Background: an optimization exercise with open tools, aiming at small area. Do not read the settings as production practice.
Function was checked by simulation only, so behaviour that the tests miss may differ from the original.
Power and IR drop assume default switching activity.

File: flow/design.v
module UART_rcv(clk,rst_n,RX,clr_rdy,rdy,is_g,is_s);
  input clk,rst_n;
  input RX;
  input clr_rdy;
  output reg rdy;
  output reg is_g, is_s;
  localparam [11:0] B_HALF = 12'hCEE;    
  localparam [11:0] B_FULL = 12'h000;    
  localparam [11:0] B_ZERO = 12'h1B1;
  localparam [7:0] CH_G = 8'h67, CH_S = 8'h73;
  reg rx_ff1, rx_ff2;
  reg [3:0] bit_cnt;       
  reg [11:0] baud;
  wire idle  = bit_cnt[3] & bit_cnt[1] & bit_cnt[0];
  wire last  = bit_cnt[3] & bit_cnt[1] & ~bit_cnt[0];
  wire recv  = ~(bit_cnt[3] & bit_cnt[1]);
  wire start = idle & ~rx_ff2;
  wire shift = recv & (baud == B_ZERO);
  wire [3:0] bit_inc;
  rc_inc #(4) ibc(.a(bit_cnt), .ci(1'b1), .s(bit_inc), .co());
  always_ff @(posedge clk or negedge rst_n)
    if (!rst_n) begin
      rx_ff1 <= 1'b1;
      rx_ff2 <= 1'b1;
    end else begin
      rx_ff1 <= RX;
      rx_ff2 <= rx_ff1;
    end
  always_ff @(posedge clk or negedge rst_n)
    if (!rst_n)
      bit_cnt <= 4'd11;
    else if (start)
      bit_cnt <= 4'd0;
    else if (shift)
      bit_cnt <= bit_inc;
    else if (last)
      bit_cnt <= 4'd11;
  always_ff @(posedge clk)
    if (start)
      baud <= B_HALF;
    else if (shift)
      baud <= B_FULL;
    else
      baud <= {baud[10:0], ~(baud[11] ^ baud[5] ^ baud[3] ^ baud[0])};
  reg eg, es;
  always_comb
    case (bit_cnt)
      4'd1: begin eg = CH_G[0]; es = CH_S[0]; end
      4'd2: begin eg = CH_G[1]; es = CH_S[1]; end
      4'd3: begin eg = CH_G[2]; es = CH_S[2]; end
      4'd4: begin eg = CH_G[3]; es = CH_S[3]; end
      4'd5: begin eg = CH_G[4]; es = CH_S[4]; end
      4'd6: begin eg = CH_G[5]; es = CH_S[5]; end
      4'd7: begin eg = CH_G[6]; es = CH_S[6]; end
      4'd8: begin eg = CH_G[7]; es = CH_S[7]; end
      default: begin eg = rx_ff2; es = rx_ff2; end    
    endcase
  always_ff @(posedge clk)
    if (start) begin
      is_g <= 1'b1;
      is_s <= 1'b1;
    end else if (shift) begin
      is_g <= is_g & (rx_ff2 == eg);
      is_s <= is_s & (rx_ff2 == es);
    end
  always_ff @(posedge clk or negedge rst_n)
    if (!rst_n)
      rdy <= 1'b0;
    else if (start || clr_rdy)
      rdy <= 1'b0;
    else if (last)
      rdy <= 1'b1;
endmodule
module Auth_blk (clk,rst_n,RX,rider_off,pwr_up);
  input rider_off;
  input RX;
  input clk;
  input rst_n;
  output logic pwr_up;
  logic rx_rdy, is_g, is_s;
  logic clr_rx_rdy;
  UART_rcv receiver(.clk(clk), .rst_n(rst_n), .RX(RX), .clr_rdy(clr_rx_rdy), .rdy(rx_rdy),
                    .is_g(is_g), .is_s(is_s));
  typedef enum reg [1:0] {OFF, PWR1, PWR2} state_t;
  state_t state, nxt_state;
  wire got_g = is_g & rx_rdy;
  wire got_s = is_s & rx_rdy;
  always_ff @(posedge clk, negedge rst_n)
    if (!rst_n)
      state <= OFF;
    else
      state <= nxt_state;
  always_comb begin
    pwr_up = 0;
    clr_rx_rdy = 0;
    nxt_state = OFF;
    case (state)
      OFF: if (got_g) begin
             clr_rx_rdy = 1;
             nxt_state = PWR1;
           end
      PWR1: begin
        pwr_up = 1;
        if (rider_off) begin
          clr_rx_rdy = 1;
          nxt_state = OFF;
        end else if (got_s) begin
          clr_rx_rdy = 1;
          nxt_state = PWR2;
        end else
          nxt_state = PWR1;
      end
      PWR2: begin
        pwr_up = 1;
        if (!rider_off && got_g) begin
          clr_rx_rdy = 1;
          nxt_state = PWR1;
        end else if (rider_off) begin
          clr_rx_rdy = 1;
          nxt_state = OFF;
        end else
          nxt_state = PWR2;
      end
      default: nxt_state = OFF;
    endcase
  end
endmodule
module SPI_mstr16(clk,rst_n,wrt,SS_n,SCLK,p,sc,smpl,shft);
  input clk, rst_n, wrt;
  output logic SS_n;
  output SCLK;
  output [4:0] p, sc;
  output smpl, shft;
  logic [9:0] cnt;
  wire [9:0] cnt_inc;
  rc_inc #(10) inc(.a(cnt), .ci(1'b1), .s(cnt_inc), .co());
  assign SCLK = cnt[4];
  assign p = cnt[9:5];
  assign sc = cnt[4:0];
  wire run = ~SS_n & ~cnt[9];                   
  assign smpl = run & (cnt[4:0] == 5'd15);      
  assign shft = run & (&cnt[4:0]);              
  wire last = ~SS_n & (cnt == 10'h1FF);
  always_ff @(posedge clk)
    if (SS_n)
      cnt <= 10'h3F7;
    else
      cnt <= cnt_inc;
  always_ff @(posedge clk, negedge rst_n)
    if (!rst_n)
      SS_n <= 1'b1;
    else if (SS_n) begin
      if (wrt) SS_n <= 1'b0;
    end else if (last)
      SS_n <= 1'b1;
endmodule
module inertial_integrator(clk,rst_n,vld,rd_lo,n_rt_lo,n_rt_hi,n_AZ,p,j,fus_go,ptch,ptch_nxt,eng_en,eng_d,eng_q);
  input clk,rst_n,vld,rd_lo;
  input [7:0] n_rt_lo, n_rt_hi;
  input [15:0] n_AZ;
  input [4:0] p, j;
  input fus_go;
  output eng_en;
  output [11:0] eng_d;
  input [11:0] eng_q;
  output [15:0] ptch;
  output [15:0] ptch_nxt;         
  logic [26:0] ptch_int;
  assign ptch = ptch_int[26:11];
  logic k1, k2;
  wire [7:0] lo, lsum;
  wire lc, lk;
  rc_add #(8) a0(.a(n_rt_lo), .b(8'hC2), .ci(1'b0), .s(lo), .co(lc));
  rc_add #(8) a1(.a(ptch_int[7:0]), .b(lo), .ci(1'b1), .s(lsum), .co(lk));
  always_ff @(posedge clk)
    if (rd_lo) begin
      k1 <= lc;
      k2 <= lk;
    end
  always_ff @(posedge clk, negedge rst_n)
    if (!rst_n)
      ptch_int[7:0] <= 8'h0;
    else if (rd_lo)
      ptch_int[7:0] <= lsum;
  wire [7:0] dl = eng_q[7:0];      
  wire [2:0] cy = eng_q[10:8];     
  wire cx = eng_q[11];             
  logic fus;
  wire init = p[4];                          
  wire az = ~n_AZ[j[3:0]];
  wire kb = (j == 5'd7) | (j == 5'd8);
  wire xj = j[4] ? dl[0] : (az ^ kb ^ cx);   
  wire cxn = (az & kb) | (cx & (az ^ kb));
  reg yb;                                    
  always_comb
    if (j < 5'd13)
      yb = 1'b0;
    else if (j > 5'd28)
      yb = ~ptch[15];
    else
      yb = ~ptch[j[3:0] + 4'd3];
  wire s1 = xj ^ dl[0] ^ dl[1];
  wire k1s = (xj & dl[0]) | (dl[1] & (xj ^ dl[0]));
  wire s2 = dl[5] ^ dl[7] ^ yb;
  wire k2s = (dl[5] & dl[7]) | (yb & (dl[5] ^ dl[7]));
  wire ob = s1 ^ s2 ^ cy[0];
  wire k3 = (s1 & s2) | (cy[0] & (s1 ^ s2));
  wire s4 = k1s ^ k2s ^ k3;
  wire k4 = (k1s & k2s) | (k3 & (k1s ^ k2s));
  wire h0 = s4 ^ cy[1];
  wire k5 = s4 & cy[1];
  wire f1 = k4 ^ k5 ^ cy[2];
  wire k6 = (k4 & k5) | (cy[2] & (k4 ^ k5));
  assign eng_en = fus_go;
  assign eng_d = init ? 12'h0 : {cxn, k6, f1, h0, dl[6:0], xj};
  always_ff @(posedge clk)
    if (fus_go & (p == 5'd0) & (&j))
      fus <= ~ob;
  wire [7:0] nh;
  rc_add #(8) a5(.a(n_rt_hi), .b(8'h03), .ci(k1), .s(nh), .co());
  wire [8:0] e;
  rc_add #(9) a6(.a({nh[7], nh}), .b(fus ? 9'h002 : 9'h1FE), .ci(1'b0), .s(e), .co());
  wire [18:0] nxt;
  rc_add #(19) a7(.a(ptch_int[26:8]), .b({{10{e[8]}}, e}), .ci(k2), .s(nxt), .co());
  assign ptch_nxt = nxt[18:3];
  always_ff @(posedge clk, negedge rst_n)
    if (!rst_n)
      ptch_int[26:8] <= 19'h0;
    else if (vld)
      ptch_int[26:8] <= nxt;
endmodule
module inert_intf(clk,rst_n,tmr,vld,ptch,ptch_nxt,SS_n,SCLK,MOSI,MISO,INT,eng_en,eng_d,eng_q);
  input clk,rst_n;
  input [11:0] tmr;                
  input MISO,INT;
  output logic vld;
  output SS_n,SCLK,MOSI;
  output [15:0] ptch;
  output [15:0] ptch_nxt;
  output eng_en;
  output [11:0] eng_d;
  input [11:0] eng_q;
  logic [7:0] hold_pitchH, hold_AZH;      
  logic INT_ff1, INT_ff2;
  logic wrt, done;
  logic rd_ptchL, rd_ptchH, rd_AZL, rd_AZH;
  logic MISO_smpl;
  logic [7:0] rx;                  
  logic [3:0] txi;                 
  logic smpl, shft;
  logic [15:0] cmd;
  typedef enum logic [3:0] {INIT1,INIT2,INIT3,INIT4,WAIT,READ1,READ2,READ3,READ4} state_t;
  state_t state, nextState;
  always_ff @(posedge clk) begin
    INT_ff1 <= INT;
    INT_ff2 <= INT_ff1;
  end
  logic [4:0] p, sc;
  SPI_mstr16 spi(.clk(clk), .rst_n(rst_n), .wrt(wrt), .SS_n(SS_n), .SCLK(SCLK), .p(p), .sc(sc),
                 .smpl(smpl), .shft(shft));
  assign done = SS_n;
  always_ff @(posedge clk)
    if (smpl) MISO_smpl <= MISO;
  wire [3:0] txi_inc;
  rc_inc #(4) itx(.a(txi), .ci(1'b1), .s(txi_inc), .co());
  always_ff @(posedge clk)
    if (wrt & ~SS_n)
      rx <= 8'hFF;
    else if (shft)
      rx <= {rx[6:0], ~MISO_smpl};
  always_ff @(posedge clk, negedge rst_n)
    if (!rst_n)
      txi <= 4'h0;
    else if (wrt)
      txi <= 4'h0;
    else if (shft | ((state == INIT1) & (&tmr)))
      txi <= txi_inc;
  always_comb
    case (state)
      INIT2: cmd = 16'h0D02;
      INIT3: cmd = 16'h1053;
      INIT4: cmd = 16'h1150;
      WAIT:  cmd = 16'h1460;
      READ1: cmd = 16'hA200;
      READ2: cmd = 16'hA300;
      READ3: cmd = 16'hAC00;
      default: cmd = 16'hAD00;
    endcase
  assign MOSI = cmd[~txi];
  always_ff @(posedge clk)
    if (rd_ptchH) hold_pitchH <= rx;
  always_ff @(posedge clk, negedge rst_n)
    if (!rst_n)
      hold_AZH <= 8'hFF;
    else if (rd_AZH)
      hold_AZH <= rx;
  always_ff @(posedge clk, negedge rst_n)
    if (!rst_n)
      state <= INIT1;
    else
      state <= nextState;
  wire t10 = &tmr[9:0];
  always_comb begin
    wrt = 0;
    vld = 0;
    rd_ptchL = 0;
    rd_ptchH = 0;
    rd_AZL = 0;
    rd_AZH = 0;
    nextState = state;
    case (state)
      INIT1: if ((&txi) & (&tmr[11:10]) & t10) begin nextState = INIT2; wrt = 1; end
      INIT2: if (t10) begin nextState = INIT3; wrt = 1; end
      INIT3: if (t10) begin nextState = INIT4; wrt = 1; end
      INIT4: if (t10) begin nextState = WAIT; wrt = 1; end
      WAIT:  if (INT_ff2) begin nextState = READ1; wrt = 1; end
      READ1: if (done) begin rd_ptchL = 1; wrt = 1; nextState = READ2; end
      READ2: if (done) begin rd_ptchH = 1; wrt = 1; nextState = READ3; end
      READ3: if (done) begin rd_AZL = 1; wrt = 1; nextState = READ4; end
      READ4: if (done) begin rd_AZH = 1; vld = 1; nextState = WAIT; end
      default: nextState = INIT1;
    endcase
  end
  wire fus_go = (state == READ4) & ~SS_n;
  inertial_integrator integrator_DUT(.clk(clk), .rst_n(rst_n), .vld(vld), .rd_lo(rd_ptchL),
      .n_rt_lo(rx), .n_rt_hi(hold_pitchH), .n_AZ({hold_AZH,rx}), .p(p), .j(sc), .fus_go(fus_go),
      .ptch(ptch), .ptch_nxt(ptch_nxt),
      .eng_en(eng_en), .eng_d(eng_d), .eng_q(eng_q));
endmodule
module balance_cntrl(clk,rst_n,vld,ptch,ptch_nxt,ld_cell_diff,cnt,lft_pwm,lft_rev,
                     rght_pwm,rght_rev,rider_off,en_steer,pwr_up);
  input clk,rst_n;
  input vld;
  input [15:0] ptch;
  input [15:0] ptch_nxt;           
  input [8:0] ld_cell_diff;       
  input rider_off;
  input en_steer;
  input pwr_up;
  input [10:0] cnt;               
  output lft_pwm;                  
  output lft_rev;
  output rght_pwm;                 
  output rght_rev;
  logic [17:0] integrator;
  logic [9:0] tempI;
  logic [6:0] dsat;                
  wire [9:0] err = ptch[15] ? (&ptch[14:9] ? ptch[9:0] : 10'h200)
                            : (|ptch[14:9] ? 10'h1FF : ptch[9:0]);
  wire [9:0] err_nxt = ptch_nxt[15] ? (&ptch_nxt[14:9] ? ptch_nxt[9:0] : 10'h200)
                                    : (|ptch_nxt[14:9] ? 10'h1FF : ptch_nxt[9:0]);
  wire [17:0] isum;
  rc_add #(18) ai(.a(integrator), .b({{8{err[9]}}, err}), .ci(1'b0), .s(isum), .co());
  wire ov = (err[9] == integrator[17]) & (err[9] != isum[17]);
  always_ff @(posedge clk, negedge rst_n)
    if (!rst_n)
      integrator <= 18'h0;
    else if (rider_off | ~pwr_up)
      integrator <= 18'h0;
    else if (vld & ~ov)
      integrator <= isum;
  wire [9:0] dd;
  rc_add #(10) ad(.a(err_nxt), .b(~tempI), .ci(1'b1), .s(dd), .co());
  wire [6:0] dsat_nxt = (dd[9] & ~&dd[8:6]) ? 7'h40 : (~dd[9] & |dd[8:6]) ? 7'h3F : dd[6:0];
  always_ff @(posedge clk, negedge rst_n)
    if (!rst_n) begin
      tempI <= 10'h0;
      dsat <= 7'h0;
    end else if (vld) begin
      tempI <= err;
      dsat <= dsat_nxt;
    end
  wire [15:0] ds = {{9{dsat[6]}}, dsat};
  wire [15:0] es = {{6{err[9]}}, err};
  wire [15:0] p14, pi, cs_s, cs_c, pid;
  rc_add #(16) ap(.a(es << 4), .b(~(es << 1)), .ci(1'b1), .s(p14), .co());
  rc_add #(16) aq(.a(p14), .b(integrator[17:2]), .ci(1'b0), .s(pi), .co());
  wire [15:0] d4 = ds << 2, d16 = ds << 4;
  assign cs_s = pi ^ d4 ^ d16;
  assign cs_c = (pi & d4) | (d16 & (pi ^ d4));
  rc_add #(16) ar(.a(cs_s), .b({cs_c[14:0], 1'b0}), .ci(1'b0), .s(pid), .co());
  wire [15:0] st = en_steer ? {{7{ld_cell_diff[8]}}, ld_cell_diff} : 16'h0;
  wire [15:0] lt, rt;
  rc_add #(16) al(.a(pid), .b(~st), .ci(1'b1), .s(lt), .co());
  rc_add #(16) ab(.a(pid), .b(st), .ci(1'b0), .s(rt), .co());
  shape shl(.t(lt), .pwr_up(pwr_up), .cnt(cnt), .pwm(lft_pwm), .rev(lft_rev));
  shape shr(.t(rt), .pwr_up(pwr_up), .cnt(cnt), .pwm(rght_pwm), .rev(rght_rev));
endmodule
module shape(input [15:0] t, input pwr_up, input [10:0] cnt, output pwm, output rev);
  wire neg = t[15];
  wire [15:0] x = t ^ {16{neg}};                      
  wire big = |x[15:11];
  wire ge_sat, ge_lo, rv_x;
  rc_ge #(11) c1(.a(x[10:0]), .b(neg ? 11'd1067 : 11'd1068), .ge(ge_sat));
  rc_ge #(7) c2(.a(x[6:0]), .b(neg ? 7'd69 : 7'd70), .ge(ge_lo));
  rc_ge #(15) c3(.a(x[14:0]), .b(15'd31788), .ge(rv_x));     
  wire sat = big | ge_sat;                            
  wire sml = ~big & ~|x[10:7] & ~ge_lo;               
  wire [6:0] a7;
  rc_inc #(7) ia(.a(x[6:0]), .ci(neg), .s(a7), .co());
  wire [10:0] opa = sml ? {a7, 4'h0} : x[10:0];
  wire [10:0] opb = sml ? ~{4'h0, a7} : 11'd980;
  wire ci = sml | neg;
  wire [10:0] nc = ~cnt;
  wire [10:0] cs_s = opa ^ opb ^ nc;
  wire [10:0] cs_c = (opa & opb) | (nc & (opa ^ opb));
  wire [10:0] cb = {cs_c[9:0], ci};
  wire [11:0] cc;
  assign cc[0] = 1'b0;
  genvar i;
  generate for (i = 0; i < 11; i = i + 1) begin : g
    assign cc[i+1] = (cs_s[i] & cb[i]) | (cc[i] & (cs_s[i] | cb[i]));
  end endgenerate
  wire hi = cc[11];
  assign pwm = pwr_up & (sat ? ~&cnt : sml ? (hi & cs_c[10]) : (hi | cs_c[10]));
  assign rev = neg ^ rv_x;
endmodule
module steer_en(clk,rst_n,lft_ld,rght_ld,en_steer,rider_off,ld_cell_diff);
  input clk;
  input rst_n;
  input [11:0] lft_ld;
  input [11:0] rght_ld;
  output logic en_steer;
  output logic rider_off;
  output [8:0] ld_cell_diff;       
  wire [11:0] dif, sum;
  wire nb, sc;
  rc_add #(12) ad(.a(lft_ld), .b(~rght_ld), .ci(1'b1), .s(dif), .co(nb));    
  rc_add #(12) as(.a(lft_ld), .b(rght_ld), .ci(1'b0), .s(sum), .co(sc));
  assign ld_cell_diff = dif[11:3];
  wire sum_gt_min = |sum[11:9];
  wire s_le_32r;
  rc_ge #(13) g1(.a({rght_ld[7:0], 5'h0}), .b({sc, sum}), .ge(s_le_32r));
  wire diff_gt_15_16 = ~nb | (~|rght_ld[11:8] & ~s_le_32r);
  wire d_ge;
  rc_ge #(12) g2(.a(dif), .b({1'b0, sc, sum[11:2]}), .ge(d_ge));
  wire diff_lt_1_4 = nb & ~d_ge;
  localparam [15:0] T_FULL = 16'hD577;
  logic [15:0] timer;
  logic clr_tmr;
  wire tmr_full = (timer == T_FULL);
  always_ff @(posedge clk)
    if (clr_tmr)
      timer <= 16'h0;
    else
      timer <= {timer[14:0], ~(timer[15] ^ timer[14] ^ timer[12] ^ timer[3])};
  typedef enum logic [1:0] {IDLE, WAIT, STEER} state_t;
  state_t state, nextState;
  always_ff @(posedge clk, negedge rst_n)
    if (!rst_n)
      state <= IDLE;
    else
      state <= nextState;
  always_comb begin
    clr_tmr = 0;
    en_steer = 0;
    rider_off = 0;
    nextState = IDLE;
    case (state)
      IDLE:
        if (sum_gt_min) begin
          nextState = WAIT;
          clr_tmr = 1;
        end
      WAIT:
        if (!sum_gt_min) begin
          nextState = IDLE;
          rider_off = 1;
        end else if (diff_lt_1_4) begin
          nextState = WAIT;
          clr_tmr = 1;
        end else if (tmr_full)
          nextState = STEER;
        else
          nextState = WAIT;
      STEER: begin
        en_steer = 1;
        if (!sum_gt_min) begin
          nextState = IDLE;
          rider_off = 1;
        end else if (diff_gt_15_16) begin
          clr_tmr = 1;
          nextState = WAIT;
        end else
          nextState = STEER;
      end
      default:
        nextState = IDLE;
    endcase
  end
endmodule
module PWM11(PWM_sig, on, clk, rst_n);
  input clk, rst_n;
  input on;                        
  output reg PWM_sig;
  reg Q;
  always @(posedge clk)
    Q <= on;
  always @(posedge clk or negedge rst_n)
    if (!rst_n)
      PWM_sig <= 1'b0;
    else
      PWM_sig <= Q;
endmodule
module mtr_drv(input clk, rst_n, lft_rev, rght_rev, input lft_on, input rght_on,
               output [11:0] tmr,
               output logic PWM_rev_lft, PWM_frwrd_lft, PWM_rev_rght, PWM_frwrd_rght);
  logic [11:0] cnt;
  wire [11:0] cnt_inc;
  rc_inc #(12) inc(.a(cnt), .ci(1'b1), .s(cnt_inc), .co());
  always_ff @(posedge clk, negedge rst_n)
    if (!rst_n)
      cnt <= 12'h0;
    else
      cnt <= cnt_inc;
  assign tmr = cnt;
  logic PWM_sig_left, PWM_sig_right;
  PWM11 pwm_left(.clk(clk), .rst_n(rst_n), .on(lft_on), .PWM_sig(PWM_sig_left));
  PWM11 pwm_right(.clk(clk), .rst_n(rst_n), .on(rght_on), .PWM_sig(PWM_sig_right));
  assign PWM_rev_lft = lft_rev & PWM_sig_left;
  assign PWM_rev_rght = rght_rev & PWM_sig_right;
  assign PWM_frwrd_lft = ~lft_rev & PWM_sig_left;
  assign PWM_frwrd_rght = ~rght_rev & PWM_sig_right;
endmodule
module A2D_intf(clk, rst_n, nxt, lft_ld, rght_ld, SS_n, SCLK, MOSI, MISO, x_en, x_d, x_q);
  input clk, rst_n, nxt;
  input MISO;
  output logic [11:0] lft_ld, rght_ld;
  output SS_n, SCLK, MOSI;
  input x_en;                      
  input [11:0] x_d;                
  output [11:0] x_q;
  logic wrt, done, update;
  logic [1:0] counter;
  logic [11:0] rx;
  logic [4:0] p;
  logic smpl;
  typedef enum logic [1:0] {IDLE, TELL, READ} state_t;
  state_t state, nxt_state;
  SPI_mstr16 spi(.clk(clk), .rst_n(rst_n), .wrt(wrt), .SS_n(SS_n), .SCLK(SCLK), .p(p), .sc(),
                 .smpl(smpl), .shft());
  assign done = SS_n;
  always_ff @(posedge clk)
    if (x_en)
      rx <= x_d;
    else if (smpl)
      rx <= {rx[10:0], MISO};
  assign x_q = rx;
  assign MOSI = (p == 5'd2) & (counter != 2'd0) | (p == 5'd4) & (counter == 2'd2);
  always_ff @(posedge clk, negedge rst_n)
    if (!rst_n)
      state <= IDLE;
    else
      state <= nxt_state;
  always_comb begin
    wrt = 0;
    update = 0;
    nxt_state = state;
    case (state)
      IDLE: if (nxt) begin wrt = 1; nxt_state = TELL; end
      TELL: if (done) begin wrt = 1; nxt_state = READ; end
      READ: if (done) begin update = 1; nxt_state = IDLE; end
      default: nxt_state = IDLE;
    endcase
  end
  always_ff @(posedge clk, negedge rst_n)
    if (!rst_n) begin
      lft_ld <= 12'h0;
      rght_ld <= 12'h0;
    end else if (update) begin
      if (counter == 2'd0) lft_ld <= rx;
      if (counter == 2'd1) rght_ld <= rx;
    end
  always_ff @(posedge clk, negedge rst_n)
    if (!rst_n)
      counter <= 2'd0;
    else if (update)
      counter <= (counter == 2'd2) ? 2'd0 : {counter[0], ~counter[0] & ~counter[1]};
endmodule
module reset_synch(RST_n, clk, rst_n);
input RST_n, clk;
output reg rst_n;
reg int_rst;
always @(negedge clk or negedge RST_n) begin
	if(!RST_n)
		int_rst <= 1'b0;
	else
		int_rst <= 1'b1;
end
always @(negedge clk or negedge RST_n) begin
	if(!RST_n)
		rst_n <= 1'b0;
	else
		rst_n <= int_rst;
end
endmodule
module Segway(clk,RST_n,INERT_SS_n,INERT_MOSI,
              INERT_SCLK,INERT_MISO,A2D_SS_n,A2D_MOSI,A2D_SCLK,
              A2D_MISO,PWM_rev_rght,PWM_frwrd_rght,PWM_rev_lft,
              PWM_frwrd_lft,INT,RX);
  input clk,RST_n;
  input INERT_MISO;
  input A2D_MISO;
  input INT;
  input RX;
  output A2D_SS_n, INERT_SS_n;
  output A2D_MOSI, INERT_MOSI;
  output A2D_SCLK, INERT_SCLK;
  output PWM_rev_rght, PWM_frwrd_rght;
  output PWM_rev_lft, PWM_frwrd_lft;
  wire rst_n;
  wire [11:0] lft_ld, rght_ld;
  wire lft_on, rght_on;
  wire lft_rev, rght_rev;
  wire rider_off, pwr_up, en_steer;
  wire vld;
  wire [15:0] ptch, ptch_nxt;
  wire [8:0] ld_cell_diff;
  wire eng_en;
  wire [11:0] eng_d, eng_q;
  wire [11:0] tmr;                       
  reset_synch iRST(.clk(clk),.RST_n(RST_n),.rst_n(rst_n));
  Auth_blk auth(.clk(clk), .rst_n(rst_n), .RX(RX), .rider_off(rider_off), .pwr_up(pwr_up));
  inert_intf inert(.clk(clk), .rst_n(rst_n), .tmr(tmr), .vld(vld), .ptch(ptch), .ptch_nxt(ptch_nxt),
                   .SS_n(INERT_SS_n), .SCLK(INERT_SCLK), .MOSI(INERT_MOSI), .MISO(INERT_MISO), .INT(INT),
                   .eng_en(eng_en), .eng_d(eng_d), .eng_q(eng_q));
  balance_cntrl blctrl(.clk(clk), .rst_n(rst_n), .vld(vld), .ptch(ptch), .ptch_nxt(ptch_nxt), .ld_cell_diff(ld_cell_diff),
                       .cnt(tmr[10:0]), .lft_pwm(lft_on), .lft_rev(lft_rev), .rght_pwm(rght_on), .rght_rev(rght_rev),
                       .rider_off(rider_off), .en_steer(en_steer), .pwr_up(pwr_up));
  steer_en steer(.clk(clk), .rst_n(rst_n), .lft_ld(lft_ld), .rght_ld(rght_ld),
                 .en_steer(en_steer), .rider_off(rider_off), .ld_cell_diff(ld_cell_diff));
  mtr_drv mtr(.clk(clk), .rst_n(rst_n), .tmr(tmr), .lft_on(lft_on), .lft_rev(lft_rev),
              .rght_on(rght_on), .rght_rev(rght_rev),
              .PWM_rev_lft(PWM_rev_lft), .PWM_frwrd_lft(PWM_frwrd_lft),
              .PWM_rev_rght(PWM_rev_rght), .PWM_frwrd_rght(PWM_frwrd_rght));
  A2D_intf A2D(.clk(clk), .rst_n(rst_n), .nxt(vld), .lft_ld(lft_ld), .rght_ld(rght_ld),
               .SS_n(A2D_SS_n), .SCLK(A2D_SCLK), .MOSI(A2D_MOSI), .MISO(A2D_MISO),
               .x_en(eng_en), .x_d(eng_d), .x_q(eng_q));
endmodule
module rc_add #(parameter N = 8) (input [N-1:0] a, input [N-1:0] b, input ci,
                                  output [N-1:0] s, output co);
  wire [N:0] c;
  assign c[0] = ci;
  genvar i;
  generate for (i = 0; i < N; i = i + 1) begin : g
    assign s[i] = a[i] ^ b[i] ^ c[i];
    assign c[i+1] = (a[i] & b[i]) | (c[i] & (a[i] ^ b[i]));
  end endgenerate
  assign co = c[N];
endmodule
module rc_inc #(parameter N = 8) (input [N-1:0] a, input ci, output [N-1:0] s, output co);
  wire [N:0] c;
  assign c[0] = ci;
  genvar i;
  generate for (i = 0; i < N; i = i + 1) begin : g
    assign s[i] = a[i] ^ c[i];
    assign c[i+1] = a[i] & c[i];
  end endgenerate
  assign co = c[N];
endmodule
module rc_ge #(parameter N = 8) (input [N-1:0] a, input [N-1:0] b, output ge);
  wire [N:0] c;
  assign c[0] = 1'b1;
  genvar i;
  generate for (i = 0; i < N; i = i + 1) begin : g
    assign c[i+1] = (a[i] & ~b[i]) | (c[i] & (a[i] | ~b[i]));
  end endgenerate
  assign ge = c[N];
endmodule
File: flow/flow/run.sh
#!/bin/bash
# Standard layout flow; only the clock tree options differ: no dummy loads
# are added to balance the clock tree, and leaf buffers are clkbuf_8.
set -e
export CTS_ARGS="-sink_clustering_enable -repair_clock_nets -dont_use_dummy_load -buf_list sky130_fd_sc_hd__clkbuf_8 -sink_clustering_size 16 -sink_clustering_max_diameter 60"
bash standard.sh > standard.log 2>&1
File: flow/standard.sh
#!/bin/bash
# synth_recipe.tcl (not shown) runs the flow's synth.tcl, then flattens the netlist and writes it again
# the make line also repeats each setting of config.mk as NAME=value (left out here)
make -C /OpenROAD-flow-scripts/flow DESIGN_CONFIG=/design/flow/config.mk WORK_HOME=/design/flow/orfs CLKGATE_MAP_FILE= SYNTH_SCRIPT=/design/flow/synth_recipe.tcl "${@:-finish}"
File: flow/config.mk
export PLATFORM = sky130hd
export DESIGN_NAME = Segway
export DESIGN_NICKNAME = Segway
export VERILOG_FILES = /design/flow/design.v
export SDC_FILE = /design/flow/constraint.sdc
export NUM_CORES = 4
export LEC_CHECK = 0
export CAP_MARGIN = 20
export CORE_MARGIN = 2
export CORE_UTILIZATION = 60
export CTS_BUF_LIST = sky130_fd_sc_hd__clkbuf_8
export GPL_TIMING_DRIVEN = 0
export PLACE_DENSITY = 0.75
export SLEW_MARGIN = 20
File: flow/constraint.sdc
create_clock -name core_clock -period 16.0 [get_ports {clk}]
set_input_delay 3.2000 -clock core_clock [delete_from_list [all_inputs] [get_ports {clk}]]
set_output_delay 3.2000 -clock core_clock [all_outputs]
set_load 0.01 [all_outputs]
==> run notes <==
==> state kept, by name, summed over array words and instances, names as in the netlist, 8 cells and up <==
register and count:
inert.integrator_DUT.ptch_int 27, blctrl.integrator 18, A2D.lft_ld 12, A2D.rght_ld 12, auth.receiver.baud 12, steer.timer 16
A2D.rx 12, inert.hold_pitchH 8, inert.rx 8, A2D.spi.cnt 10, inert.hold_AZH 8, blctrl.tempI 10
mtr.cnt 12, inert.spi.cnt 10
==> path summary, 6_finish.rpt <==
kind | to | slack, ns | depth (start not counted) | start
min in group asynchronous | inert.integrator_DUT.ptch_int[5] | 8.11 | 0 | iRST.rst_n
max | PWM_frwrd_rght | 1.04 | 33 | A2D.rght_ld[0]
max in group asynchronous | iRST.rst_n | 5.13 | 1 | RST_n
min reg2reg | iRST.rst_n | 0.30 | 0 | iRST.int_rst
max reg2reg | blctrl.dsat[0] | 1.67 | 43 | inert.integrator_DUT.k1
min | iRST.rst_n | 0.30 | 0 | iRST.int_rst
==> area by class of cell <==
cell class / instances / area (um2)
multi-input cells: 1077 / 9420
fillers: 2082 / 9100
flip-flops and latches: 221 / 5360
inverters: 183 / 687
well taps: 335 / 419
clock buffers: 24 / 330
repair buffers: 26 / 325
plain buffers: 47 / 194
==> power by group through the flow <==
| stage | Combinational [W] | Sequential (W) | Clock [W] |
|---|---|---|---|
| 2_1_floorplan | 0.000000598 | 0.000581 | 0 |
| 3_3_place_gp | 0.00000193 | 0.000584 | 0 |
| 3_5_place_dp | 0.0000137 | 0.000577 | 0 |
| 4_1_cts | 0.0000137 | 0.000565 | 0.000331 |
| 5_1_grt | 0.0000150 | 0.000565 | 0.000351 |
| 6_report | 0.0000131 | 0.000565 | 0.000322 |
==> synthesized netlist by cell type (all sizes together) (8+ instances only) <==
library cell,instances,area share
nor2,74,0.018
xnor2,30,0.018
mux4,9,0.013
a31oi,8,0.0032
edfxtp,24,0.046
nor3,24,0.0080
mux2i,29,0.019
clkbuf,35,0.0084
buf,12,0.0040
nand2b,16,0.0069
and2,34,0.014
dfxtp,62,0.079
o21ai,89,0.029
a21oi,51,0.017
dfrtp,118,0.19
fa,152,0.19
ha,110,0.088
inv,182,0.044
nand2,193,0.046
xor2,14,0.0078
nand3,21,0.0067
o31ai,10,0.0048
nand4,12,0.0048
mux2,22,0.016
dfstp,15,0.025
nor2b,12,0.0048
o22ai,10,0.0040
and3,9,0.0036
o211ai,12,0.0058
or2,24,0.0096
==> cells by family after synthesis <==
kind of cell	after synthesis	synth area share
muxes	60	0.0481
and+or+nand+nor	460	0.142
other	1	0.000239
buffers and inverters	230	0.0562
xor gates and xnor gates	46	0.0285
DFF	221	0.342
adders and majority gates	268	0.286
AOI/OAI and AO/OA	242	0.0966
==> per-layer routing <==
layer	up-vias	GRT usage	part of all wire
li1	5219	-	-
met1	5393	0.336	0.45
met2	202	0.433	0.49
met3	52	0.0235	0.031
met4	0	0.0713	0.027
met5	-	0	0
==> per-stage QoR <==
stage	utilization	setup slack (ns)	instances	cell area, um2
final	0.648	1.04	1913	16700
after global placement	0.628	1.63	1878	16200
after floorplan	-	2.75	1528	15700
after global routing	0.648	0.482	1913	16700
after CTS	0.648	0.968	1912	16700
after detailed placement	0.635	1.57	1888	16400
==> critical path, delay by kind of cell, from the launching register on <==
kind            cells  cell delay (ns)
mux                 1             0.34
flops               1             0.43
buf+inv             5             1.17
compound gates      2             0.33
fa+ha+maj          19             7.61
simple gates        5             1.03
xor+xnor            1             0.25
==> metrics.md <==
| Metric | Value |
|---|---|
| Status | finished clean |
| CP endpoint kind | output pin |
| Vias | approximately 11000 |
| Least-Margin Pin Slew | between 1 and 1.5 ns |
| Initial Util | 0.606 |
| Critical path launch point type | flop |
| Setup-failing EPs final | 0 |
| Period minus WS final | approximately 15 ns |
| Total power | between 0.0009 and 0.001 W |
| DRT Pass-1 Iters | 7 |
| Seq cells post-synth | 221 |
| Number of flops mapped to enable cells by yosys | 24 |
| DR WL/cell | ~17 um |
| Worst-skew pair later-pin latency | between 0.5 and 0.6 ns |
| Final Max Slew Viols | 0 |
| Synth Net Count | roughly 1800 |
| CP required | about 13 ns |
| FP Rows | slightly below 60 |
| PortBufs | 15 |
| Max-cap violations | 0 |
| Slowest stage delay, CP | 0.56 ns |
| Hold buffers post-CTS | 0 |
| Number of global-route vias before repair | around 11000 |
| Crit-path max FO | 10 |
| Drt drc | 0 |
| Initial antenna violation count | 0 |
| Core area | approximately 26000 um2 |
| Grt ovf | 0 |
| Seq pwr share | 0.628 |
| Tcrit/Tclk final | 0.935 |
| Sequential area share after synthesis | 0.342 |
| Fin nets | between 1500 and 2000 |
| WS Path Type | flop to output pin |
| Via density | 5.68 |
| CTS clk-pin slew, worst paths | roughly 0.09 ns |
| Leak | between 7 and 8 nW |
| Placer congestion estimate | between 0.9 and 1 |
| Cell with the most instances on the worst path | fa_1 |
| Commonest non-fill, non-tap cells in the layout | 193 x nand2_1, 181 x inv_1, 152 x fa_1, 118 x dfrtp_1, 110 x ha_1 |
| Max clock buf depth | 3 |
| Netlist cell types | 86 |
| Logic pwr share | 0.015 |
| Critical Path AT | ~12 ns |
| Routed WL | about 32000 um |
| Pwr dens | ~54 nW/um2 |
| Area of the die | approximately 27000 um2 |
| Worst hold slack | between 0.2 and 0.3 ns |
| Synth-to-layout area growth | 6.86% |
| Post-Syn Area per Cell | 10.3 um2 |
| I/O pins | 16 |
| Inserted Clock Buffers | 24 |
| Final antenna-violating net count | 0 |
| Ys async rst share | 0.611 |
| Clk_skew | approximately 0.066 ns |
| Crit-path slowest cell | fa_1 |
| CTS tree | yes |
| Post-synthesis instance area | 15700 um2 |
| Setup TNS | 0 ns |
| Highest clock rate | around 0.067 GHz |
| Clk sink count | 221 |
| Largest net degree at the start of global routing | 19 |
| Total Routing Usage GR | 0.250 |
| DRT iter0 DRCs | about 690 |
| Switching power | around 0.0002 W |
| Worst min path class | flop to flop |
| Peak VDD IR | 72.1 uV |
| Synth Warn # | 11 |
| H-tree depth | 1 |
| Clock network power share | 0.358 |
| Synth Flop Type | dfrtp_1 |
| Final Hold Fails | 0 |
| Post_cts resized | 0 |
| Die H | between 150 and 200 um |
| RSZ-0062 raised after global routing | no |
| Most common cell after layout, fill and taps aside | nand2_1 |
| First-pass GRT wire length | approximately 55000 um |
| Root buf cell | clkbuf_8 |
| Share of layout cells above drive strength 1 | 0.0805 |
| Post-Synthesis Cells | 1528 |
| Die Wd | between 150 and 200 um |
| HPWL after detailed placement | 25600 um |
| N_diodes | 0 |
| P_int | 0.000703 W |
| Slew margin rel. | 0.280 |
| Sw Share | 0.220 |
| Setup Fix Bufs, Post-CTS | 0 |
